This is an optimization exercise on Yosys and OpenROAD, whose aim is small area, a short achievable clock period and few clock cycles, not a production implementation. Only simulation tests tie the RTL to the original design; equivalence was not proved.

==> run K <==
## conv3x3_2D
module conv3x3_2D
	#(	parameter DATA_WIDTH = 32,
		parameter IMAGE_WIDTH = 5)
	(	clk,
		rst_n,
		i_valid,
		i_data,
		i_kernel,
		o_data,
		o_valid
	);
input 								clk;
input 								rst_n;
input 								i_valid;
input 	[DATA_WIDTH-1:0] 		i_data;
input 	[DATA_WIDTH*9-1:0] 	i_kernel;
output 	[DATA_WIDTH-1:0] 		o_data;
output 								o_valid;
reg [DATA_WIDTH*9-1:0] kernel_r;
always @(posedge clk) kernel_r <= i_kernel;
wire [DATA_WIDTH-1:0] K [0:8];
genvar g;
generate
	for (g = 0; g < 9; g = g + 1) begin: kw
		assign K[g] = kernel_r[DATA_WIDTH*g +: DATA_WIDTH];
	end
endgenerate
localparam DEPTH = 2*IMAGE_WIDTH + 1;
wire [DATA_WIDTH*DEPTH-1:0] taps;
lines_buffer_conv #(.DATA_WIDTH(DATA_WIDTH), .DEPTH(DEPTH)) LinesBuffer (
	.clk(clk), .i_data(i_data), .o_taps(taps));
wire [DATA_WIDTH-1:0] P [0:DEPTH-1];
generate
	for (g = 0; g < DEPTH; g = g + 1) begin: px
		assign P[g] = taps[DATA_WIDTH*g +: DATA_WIDTH];
	end
endgenerate
wire [3:0] pad4, pad5, pad6, pad7;		 
fifo_padding_image #(.IMAGE_WIDTH(IMAGE_WIDTH)) fifo_padding (
	.clk(clk), .rst_n(rst_n), .i_valid(i_valid), .o_valid(o_valid),
	.pad_4(pad4), .pad_5(pad5), .pad_6(pad6), .pad_7(pad7));
wire [DATA_WIDTH-1:0] m5, m2, m4, m3;
  ...
clock: 180.0 ns
lec_check: 0
cap_margin: 20
core_margin: 2
core_utilization: 40
cts_cluster_diameter: 120
cts_cluster_size: 30
slew_margin: 20
synth_hierarchical: 1
run.sh (not shown) runs the stock make flow with config.mk's settings and CLKGATE_MAP_FILE= SYNTH_SCRIPT=/design/flow/synth_recipe.tcl, a recipe that flattens the netlist after the stock synthesis.
==> run B: changes against run K <==
--- a/flow/config.mk
+++ b/flow/config.mk
@@ -10,4 +10,2 @@
 export CORE_UTILIZATION = 40
-export CTS_CLUSTER_DIAMETER = 120
-export CTS_CLUSTER_SIZE = 30
 export SLEW_MARGIN = 20
==> run summary <==
* Outcome: timing/DRC/antenna clean
* GR Layer Usage met3 at 5.69%
* Fin Hold WS at 284 ps
* Fin nets at 25000
* Multi-input logic area at 0.174 mm2
* Min-Delay Startpoint: LinesBuffer.register[1][2]
* Worst Skew at 136 ps
* Met2 wire length at 326 mm
(the above is from run B)
==> run summary <==
* Outcome: timing/DRC/antenna clean
* Fin nets at 25000
* Worst Skew at 86.5 ps
* Met2 wire length at 326 mm
* Min-Delay Startpoint: LinesBuffer.register[5][23]
* Multi-input logic area at 0.174 mm2
* Non-CTS buffers at 1000
* GR Layer Usage met3 at 5.48%
* Fin Hold WS at 310 ps
* Overflow after GRT at 0
(the above is from run K)
Testbench counts of run K, summed over its fixed seeds: cycles 26,400.
Testbench counts of run B, summed over its fixed seeds: cycles 26,400.

==> inputs of v19 <==
conv3x3_2D, a different RTL version from the one above (not shown whole).
Settings: LEC_CHECK=0, CAP_MARGIN=20, CORE_MARGIN=2, CORE_UTILIZATION=40, SLEW_MARGIN=20, SYNTH_HIERARCHICAL=1; clock period 180.0 ns.
==> v26 (differences from v19) <==
- CORE_UTILIZATION: 40 -> 60
==> summary of the runs <==
Fmax: v19 is higher than v26 (about 1.5%).
v26 ran to the end with no violations. v19 went through all stages and came out clean.
Between v26 and v19, the lower non-clock buffer count is in v19 (gap 26).
Of v26 and v19, v19 has the higher count of clock-buffer cells in the layout (gap 3).
Critical path depth: v19 is higher than v26 (1).
In v26 the final area is smaller than in v19, by about 1.3%.
Sequential share of layout area: v19 is lower than v26 (0.079 points).
Of v19 and v26, v26 has the higher via count (gap about 2.2%, measured against v26).
==> figures <==
metric                                                                 v19             v26
Status                                                      finished clean  finished clean
Row Count                                                              276             225
Source of the critical timing path                                s3_r[23]        s0_r[23]
Final area over synthesized area                                   1.0662x         1.0526x
Violation count after the first detailed-routing iteration           18050           20680
Routed length on met3                                             80990 µm       100100 µm
Startpoint of the worst-slack reg-to-reg timing path              s3_r[23]        s0_r[23]
Worst endpoint required time                                     180.77 ns       180.71 ns
Total number of tap cells                                             7506            4994
Layout Nets                                                          28570           28590
Drt total wl                                                     827800 µm       811600 µm
Pin count of the biggest net entering global routing                    62              77
Worst-case setup slack after placement                           139.43 ns       138.92 ns
Critical path arrival                                             42.11 ns        42.65 ns
Met2 Routed Length                                               365100 µm       353400 µm
Testbench counts of v19, summed over its fixed seeds: cycles 26,400.
Testbench counts of v26, summed over its fixed seeds: cycles 26,400.

-- what the ideal ports hide --
How much do the figures lean on ideal ports? The routed layouts below were timed once more, with nothing changed but the port constraints.
Step 1 sets driving cells, clkbuf_16 on the clock port and buf_2 on the other inputs (assumed; they add their load-dependent delay and slew).
Step 2, shift: input delay + t, output delay - t, t = (earliest + latest rising clock arrival at the registers) / 2. This alone moves slack from input paths to output paths.
a / b / c = no drivers / after step 1 / after step 2; a / b = the first two.
| run | shift t [ns] | slack for setup (ns) | latest minus earliest clock arrival (ns) | worst data-port slew with drivers (ns) |
|---|---|---|---|---|
| run K | 1.004 | 142.222 / 142.107 / 143.111 | 0.092 / 0.092 | 0.05 |
| run B | 1.040 | 142.110 / 142.018 / 143.058 | 0.146 / 0.145 | 0.05 |
| v19 | 1.029 | 138.661 / 138.661 / 138.661 | 0.090 / 0.090 | 0.14 |
| v26 | 1.002 | 138.057 / 138.057 / 138.057 | 0.128 / 0.128 | 0.23 |
After both steps setup and hold are still met in every run listed.
